This design comes from an exercise in tuning for small area, a short achievable clock period and few clock cycles per item on the open sky130 flow, not from production work. Only simulation tests tie the RTL to the original design; equivalence was not proved. No activity file was given, so power comes from the tool's default toggle rates.

==> flow/design.v <==
module huffman(clk, reset, gray_valid, gray_data , CNT_valid, CNT1, CNT2, CNT3, CNT4, CNT5, CNT6, code_valid, HC1, HC2, HC3, HC4, HC5, HC6 , M1, M2, M3, M4, M5, M6);
input clk;
input reset;
input gray_valid;
input [7:0] gray_data;
output CNT_valid;
output reg [7:0] CNT1, CNT2, CNT3, CNT4, CNT5, CNT6;
output reg code_valid;
output reg [7:0] HC1, HC2, HC3, HC4, HC5, HC6; 	 
output reg [7:0] M1, M2, M3, M4, M5, M6; 		 
reg gray_valid_1T, gray_valid_2T;
reg [7:0] gray_data_1T;
reg [13:0] CNT1_temp, CNT2_temp, CNT3_temp, CNT4_temp, CNT5_temp, CNT6_temp;
reg [2:0] sort_con;
assign CNT_valid = ~gray_valid_1T & gray_valid_2T;
reg [2:0] comb_con;
reg first_sort;
reg hf_add_0_valid;
reg hf_add_1_valid;
reg [6:1] hf_add_0_data;
reg [6:1] hf_add_1_data;
reg [7:0] M1_sel;
reg [7:0] M2_sel;
reg [7:0] M3_sel;
reg [7:0] M4_sel;
reg [7:0] M5_sel;
reg [7:0] M6_sel;
reg [1:0] huffman_state;
always@(posedge clk, posedge reset)begin
	if(reset)begin
		gray_valid_1T <= 0;
		gray_valid_2T <= 0;
		gray_data_1T  <= 0;
	end else begin
		gray_valid_1T <= gray_valid;
		gray_valid_2T <= gray_valid_1T;
		gray_data_1T  <= gray_data;
	end
end
always@(posedge clk, posedge reset)begin
	if(reset)begin
		CNT1 <= 0;
		CNT2 <= 0;
		CNT3 <= 0;
		CNT4 <= 0;
		CNT5 <= 0;
		CNT6 <= 0;
	end else begin
		if(gray_valid_1T)begin
			case(gray_data_1T[2:0])
				3'd1: CNT1 <= CNT1 + 1;
				3'd2: CNT2 <= CNT2 + 1;
				3'd3: CNT3 <= CNT3 + 1;
				3'd4: CNT4 <= CNT4 + 1;
				3'd5: CNT5 <= CNT5 + 1;
				3'd6: CNT6 <= CNT6 + 1;
			endcase
		end
	end
end
always@(posedge clk, posedge reset)begin
	if(reset)begin
		CNT1_temp <= 0;
		CNT2_temp <= 0;
		CNT3_temp <= 0;
		CNT4_temp <= 0;
		CNT5_temp <= 0;
		CNT6_temp <= 0;
		sort_con  <= 0;
		comb_con  <= 0;
		code_valid <= 0;
		first_sort <= 0;
		huffman_state  <= 0;
		hf_add_0_valid <= 0;
		hf_add_1_valid <= 0;
		hf_add_0_data  <= 0;
		hf_add_1_data  <= 0;
	end else begin
		case(huffman_state)
			2'd0: begin
				if(CNT_valid)begin
					CNT1_temp  <= {6'b000001, CNT1};
					CNT2_temp  <= {6'b000010, CNT2};
					CNT3_temp  <= {6'b000100, CNT3};
					CNT4_temp  <= {6'b001000, CNT4};
					CNT5_temp  <= {6'b010000, CNT5};
					CNT6_temp  <= {6'b100000, CNT6};
					first_sort <= 1;
					huffman_state <= 2'd1;
				end
				code_valid <= 0;
			end
			2'd1: begin
				if(~sort_con[0])begin
					if( (CNT1_temp[7:0]>CNT2_temp[7:0]) | (CNT1_temp[7:0]==CNT2_temp[7:0] && CNT1_temp[13:8]<CNT2_temp[13:8] && first_sort) )begin
						CNT1_temp <= CNT2_temp;
						CNT2_temp <= CNT1_temp;
					end
					if( (CNT3_temp[7:0]>CNT4_temp[7:0]) | (CNT3_temp[7:0]==CNT4_temp[7:0] && CNT3_temp[13:8]<CNT4_temp[13:8] && first_sort) )begin
						CNT3_temp <= CNT4_temp;
						CNT4_temp <= CNT3_temp;
					end
					if( (CNT5_temp[7:0]>CNT6_temp[7:0]) | (CNT5_temp[7:0]==CNT6_temp[7:0] && CNT5_temp[13:8]<CNT6_temp[13:8] && first_sort) )begin
						CNT5_temp <= CNT6_temp;
						CNT6_temp <= CNT5_temp;
					end	
				end else begin
					if( (CNT2_temp[7:0]>CNT3_temp[7:0]) | (CNT2_temp[7:0]==CNT3_temp[7:0] && CNT2_temp[13:8]<CNT3_temp[13:8] && first_sort) )begin
						CNT2_temp <= CNT3_temp;
						CNT3_temp <= CNT2_temp;
					end
					if( (CNT4_temp[7:0]>CNT5_temp[7:0]) | (CNT4_temp[7:0]==CNT5_temp[7:0] && CNT4_temp[13:8]<CNT5_temp[13:8] && first_sort) )begin
						CNT4_temp <= CNT5_temp;
						CNT5_temp <= CNT4_temp;
					end
				end
				if(sort_con==5)begin
					sort_con <= 0;
					huffman_state <= 2'd2;
				end else begin
					sort_con <= sort_con + 1;
					huffman_state <= 2'd1;
				end
				hf_add_0_valid <= 0;
				hf_add_1_valid <= 0;
			end
			2'd2: begin
				first_sort <= 0;
				hf_add_0_valid <= 1;
				hf_add_1_valid <= 1;
				hf_add_0_data <= CNT2_temp[13:8];
				hf_add_1_data <= CNT1_temp[13:8];
				CNT1_temp <= CNT2_temp + CNT1_temp;
				CNT2_temp <= CNT3_temp;
				CNT3_temp <= CNT4_temp;
				CNT4_temp <= CNT5_temp;
				CNT5_temp <= CNT6_temp;
				CNT6_temp <= 14'h3fff;
				if(comb_con == 4)begin
					comb_con <= 0;
					huffman_state <= 2'd3;
				end else begin
					comb_con <= comb_con + 1;
					huffman_state <= 2'd1;
				end
			end
			2'd3: begin
				code_valid     <= 1;
				hf_add_0_valid <= 0;
				hf_add_1_valid <= 0;
				huffman_state  <= 2'd0;
			end
		endcase
	end
end
always@(posedge clk, posedge reset)begin
	if(reset)begin
		M1 <= 0; M2 <= 0; M3 <= 0; M4 <= 0; M5 <= 0; M6 <= 0;
		M1_sel <= 0; M2_sel <= 0; M3_sel <= 0; M4_sel<= 0; M5_sel <= 0; M6_sel <= 0;	
	end else begin
		if( (hf_add_0_valid & hf_add_0_data[1]) | (hf_add_1_valid & hf_add_1_data[1]) ) begin M1 <= (M1<<1) + 1; M1_sel <= M1_sel + 1; end
		if( (hf_add_0_valid & hf_add_0_data[2]) | (hf_add_1_valid & hf_add_1_data[2]) ) begin M2 <= (M2<<1) + 1; M2_sel <= M2_sel + 1; end
		if( (hf_add_0_valid & hf_add_0_data[3]) | (hf_add_1_valid & hf_add_1_data[3]) ) begin M3 <= (M3<<1) + 1; M3_sel <= M3_sel + 1; end
		if( (hf_add_0_valid & hf_add_0_data[4]) | (hf_add_1_valid & hf_add_1_data[4]) ) begin M4 <= (M4<<1) + 1; M4_sel <= M4_sel + 1; end
		if( (hf_add_0_valid & hf_add_0_data[5]) | (hf_add_1_valid & hf_add_1_data[5]) ) begin M5 <= (M5<<1) + 1; M5_sel <= M5_sel + 1; end
		if( (hf_add_0_valid & hf_add_0_data[6]) | (hf_add_1_valid & hf_add_1_data[6]) ) begin M6 <= (M6<<1) + 1; M6_sel <= M6_sel + 1; end
	end
end
always@(posedge clk, posedge reset)begin
	if(reset)begin
		HC1 <= 0; HC2 <= 0; HC3 <= 0; HC4 <= 0; HC5 <= 0; HC6 <= 0;
	end else begin
		if(hf_add_1_valid & hf_add_1_data[1]) HC1[M1_sel] <= 1;
		if(hf_add_1_valid & hf_add_1_data[2]) HC2[M2_sel] <= 1;
		if(hf_add_1_valid & hf_add_1_data[3]) HC3[M3_sel] <= 1;
		if(hf_add_1_valid & hf_add_1_data[4]) HC4[M4_sel] <= 1;
		if(hf_add_1_valid & hf_add_1_data[5]) HC5[M5_sel] <= 1;
		if(hf_add_1_valid & hf_add_1_data[6]) HC6[M6_sel] <= 1;
	end
end
endmodule
==> flow/run.sh <==
#!/bin/bash
# synth_recipe.tcl (not shown) runs the flow's synth.tcl, then flattens the netlist and writes it again
# the make line also repeats each setting of config.mk as NAME=value (left out here)
make -C /OpenROAD-flow-scripts/flow DESIGN_CONFIG=/design/flow/config.mk WORK_HOME=/design/flow/orfs CLKGATE_MAP_FILE= SYNTH_SCRIPT=/design/flow/synth_recipe.tcl finish
==> flow/config.mk <==
export PLATFORM = sky130hd
export DESIGN_NAME = huffman
export DESIGN_NICKNAME = huffman
export VERILOG_FILES = /design/flow/design.v
export SDC_FILE = /design/flow/constraint.sdc
export NUM_CORES = 4
export LEC_CHECK = 0
export CAP_MARGIN = 20
export CORE_MARGIN = 2
export CORE_UTILIZATION = 40
export SLEW_MARGIN = 20
==> flow/constraint.sdc <==
create_clock -name core_clock -period 4.0 [get_ports {clk}]
set_input_delay 0.8000 -clock core_clock [delete_from_list [all_inputs] [get_ports {clk}]]
set_output_delay 0.8000 -clock core_clock [all_outputs]
set_load 0.01 [all_outputs]
==> metrics.md <==
| Metric | Value |
|---|---|
| Grt total ovfl | `0` |
| Cts repair resizes | `0` |
| Switching Fraction | `41.4%` |
| Net Sw Power | `6.80 mW` |
| Startpoint class of the critical path | `flip-flop` |
| EDFF count, synth | `0` |
| Root buf cell | `clkbuf_16` |
| Vias | `12504` |
| FF-to-FF Start | `huffman_state[1]` |
| Chip Width | `206 um` |
| Cell mode on critical path | `buf_4` |
| Post-route ant nets | `0` |
| Setup-failing EPs final | `0` |
| Area Growth Syn to Fin | `20.3%` |
| Outcome | `timing/DRC/antenna clean` |
| Lkg Pwr | `approximately 9.1 nW` |
| RSZ-0062 raised after global routing | `no` |
| Synthesized area per cell | `9.98 um2` |
| Worst path slowest cell | `o311a_1` |
| DPL Wire Length | `28200 um` |
| Post-synth top flop | `dfrtp_1` |
| Synth warn | `1` |
| Worst path max stage delay | `~880 ps` |
| FMAX | `325 MHz` |
| Final Slew Violations | `0` |
| Worst EP required | `4410 ps` |
| Arrival time worst endpoint | `3480 ps` |
| WL final | `roughly 40000 um` |
| Largest net degree at the start of global routing | `70` |
| Fin nets | `1906` |
| # IOs | `157` |
| DR pass1 iterations | `5` |
| Seq pwr share | `30.1%` |
| Clk buf depth | `3` |
| DP Area | `approximately 18000 um2` |
| Site row count | `74` |
| Comb pwr share | `48.7%` |
| Gate count of the mapped netlist | `1642` |
| Area of the core | `40600 um2` |
| Worst-margin pin slew | `1030 ps` |
| Slew HR | `31.6%` |
| Mapped Area | `~16000 um2` |
| Die height | `206 um` |
| Most frequent cells in the layout | `304 x dfrtp_1, 258 x nand2_1, 151 x clkdlybuf4s50_1` |
| Pwr Total | `between 15 and 20 mW` |
| Post-CTS Hold Fix Bufs | `0` |
| Cell-internal power | `approximately 9.6 mW` |
| Avg Vias per Cell | `5.33` |
| Clk network pwr share | `a little over a fifth` |
| Routability cong. | `0.803` |
| Number of setup buffers added after CTS | `0` |
| Clk_skew | `22.0 ps` |
| First-pass GRT wire length | `roughly 67000 um` |
| Period utilisation layout | `approximately 77%` |
| Post-layout min period | `3070 ps` |
| Initial antenna violation count | `1` |
| Post-synth ARST share | `100%` |
| Worst skew pair latency | `~540 ps` |
| Starting Density | `40.3%` |
| Placed insts | `2283` |
| Most common cell after layout, fill and taps aside | `dfrtp_1` |
| Clock transition at path regs | `60 ps` |
| Post-synthesis sequential area ratio | `46.4%` |
| Sink Count | `304` |
| Flops & latches, synth | `304` |
| Hold Crit Start | `gray_valid_1T` |
| Routed wire length per instance | `17.1 um` |
| Cell area after layout | `19700 um2` |
| Mapped Nets | `1759` |
| Antenna Cells | `0` |
| Hold path cells | `0` |
| Critical path class | `flip-flop to flip-flop` |
| Setup crit end kind | `flip-flop` |
| Crit path cell chain | `inv_1 > ha_1 > buf_4 > nand2_1 > buf_4 > and2_1 > o311a_1 > mux2_2` |
| Maximum capacitance violations | `0` |
| Port buffer count | `151` |
| Worst hold margin | `434 ps` |
| TritonCTS buffer count | `36` |
| Layout Cells excl Fill | `2344` |
| Number of global-route vias before repair | `12626` |
| Share of layout cells above drive strength 1 | `8.33%` |
| Reg-to-reg slack, setup | `just over 900 ps` |
| Reg2reg end | `CNT1_temp[9]` |
| Initial DRC count | `700` |
| Worst Path Max Fanout | `24` |
| Overall global routing resource usage | `19.3%` |
| Count of different cell masters after synthesis | `86` |
| Finished Core Util | `48.5%` |
| H-tree Lvls | `2` |
| Worst VDD drop | `around 0.49 mV` |
| Hold Path Class | `flip-flop to flip-flop` |
| Drt drc | `0` |
| Pwr Density | `~830 nW/um2` |
| Die area | `42600 um2` |
| Worst r2r path cells | `8` |
| Final hold viol count | `0` |
| # fillers | `3758` |
| Hold EP | `gray_valid_2T` |
| Clock tree from TritonCTS | `built` |
[cell type report]
type                            instances  area, um2  area share [%]
Multi-Input combinational cell       1162       8030            40.7
Sequential cell                       304       7610            38.6
Timing Repair Buffer                  174       1750            8.86
Clock buffer                           43        988            5.01
Tap cell                              532        666            3.38
Inverter                              111        420            2.13
Clock inverter                         18        264            1.34
[per-stage QoR]
| step | setup slack [ps] | setup TNS (ps) |
|---|---|---|
| after floorplan | -843 | -256270 |
| after global placement | 1020 | 0 |
| after detailed placement | 941 | 0 |
| after CTS | 945 | 0 |
| after global routing | 776 | 0 |
| final | 927 | 0 |
[worst max-delay path by stage]
| stage | from | to | slack, ps | depth (start not counted) |
|---|---|---|---|---|
| after floorplan | reset | CNT1[0] | -840 | 1 |
| after global placement | huffman_state[1] | CNT1_temp[5] | 1020 | 9 |
| after detailed placement | huffman_state[1] | CNT1_temp[2] | 940 | 8 |
| after CTS | huffman_state[1] | CNT1_temp[9] | 950 | 8 |
| after global routing | huffman_state[1] | CNT1_temp[13] | 780 | 9 |
| final | huffman_state[1] | CNT1_temp[9] | 930 | 8 |
[cells by family after synthesis]
kind of cell / synth area share (%)
compound gates: 14.3
xor+xnor: 5.61
fa+ha+maj: 8.14
buf+inv: 4.63
flops: 46.4
mux: 6.28
simple gates: 14.6
[sequential cells by signal, summed over array words and instances (netlist names), 14 cells and up]
name and flops:
CNT2_temp 14, CNT4_temp 14, CNT5_temp 14, CNT1_temp 14, CNT3_temp 14, CNT6_temp 14
[routing by layer]
metal  GRT usage, %  share of wire, %  up-vias
met5              0             0.030        -
met4           5.84               2.3        2
met3           3.47               3.9       68
met2           31.6                47      231
met1           26.1                46     6166
li1               -                 -     6037
[power groups by stage]
stage | Sequential (mW) | Clock, mW | Combinational [mW]
after CTS | 4.95 | 3.58 | 8.00
after detailed placement | 5.00 | 0 | 7.95
after global placement | 4.99 | 0 | 7.77
final | 4.93 | 3.47 | 7.99
after global routing | 5.07 | 3.70 | 8.91
after floorplan | 4.72 | 0 | 5.89
[critical path, delay by kind of cell (launching register included)]
family | cells | cell delay [ps]
adder cells (fa/ha/maj) | 1 | 350
multiplexers | 1 | 410
AO/OA/AOI/OAI | 1 | 880
flip-flops | 1 | 430
buffers and inverters | 3 | 550
AND/OR/NAND/NOR | 2 | 310
[synth_stat cells, drive strengths merged, types with 7 or more instances]
master,number,area (um2)
dfrtp,304,7610
nand2,260,991
inv,111,417
o21ai,106,546
ha,105,1310
nor2,89,334
xnor2,73,639
mux2i,68,681
a21oi,43,219
clkbuf,37,140
a221o,35,350
nand3,33,165
nand4,32,200
xor2,32,280
mux2,31,349
buf,28,201
o21bai,26,195
nand2b,24,150
nor3,16,80.1
o211ai,14,110
a21o,13,97.6
nor2b,13,81.3
a31o,12,105
nor4,12,75.1
and3,9,56.3
a211oi,8,60.1
o21a,8,60.1
a22oi,7,52.6
Testbench counts, summed over its fixed seeds: cycles 26,688, images 192.

==> re-timing with driven ports <==
How much do the figures lean on ideal ports? The routed layout below was timed once more, with nothing changed but the port constraints.
Step 1 sets driving cells, clkbuf_16 on the clock port and buf_2 on the other inputs (assumed; they add their load-dependent delay and slew).
Step 2 adds t to the input delays and takes it off the output delays; t is the mean of the earliest and latest rising clock arrival at the registers after step 1. Input paths then give back, and output paths get back, about the clock's delay inside the block.
Slacks: no drivers / after step 1 / after step 2; pairs: no drivers / after step 1.
t (ns): 0.579
slack for setup (ns): 0.927 / 0.927 / 0.927
worst data-port slew with drivers (ns): 0.03
pins driven straight from the clock port: 1
After both steps this run still meets setup and hold. For this run, drivers alone change the setup slack by 0.000 ns; drivers and shift together by 0.000 ns.
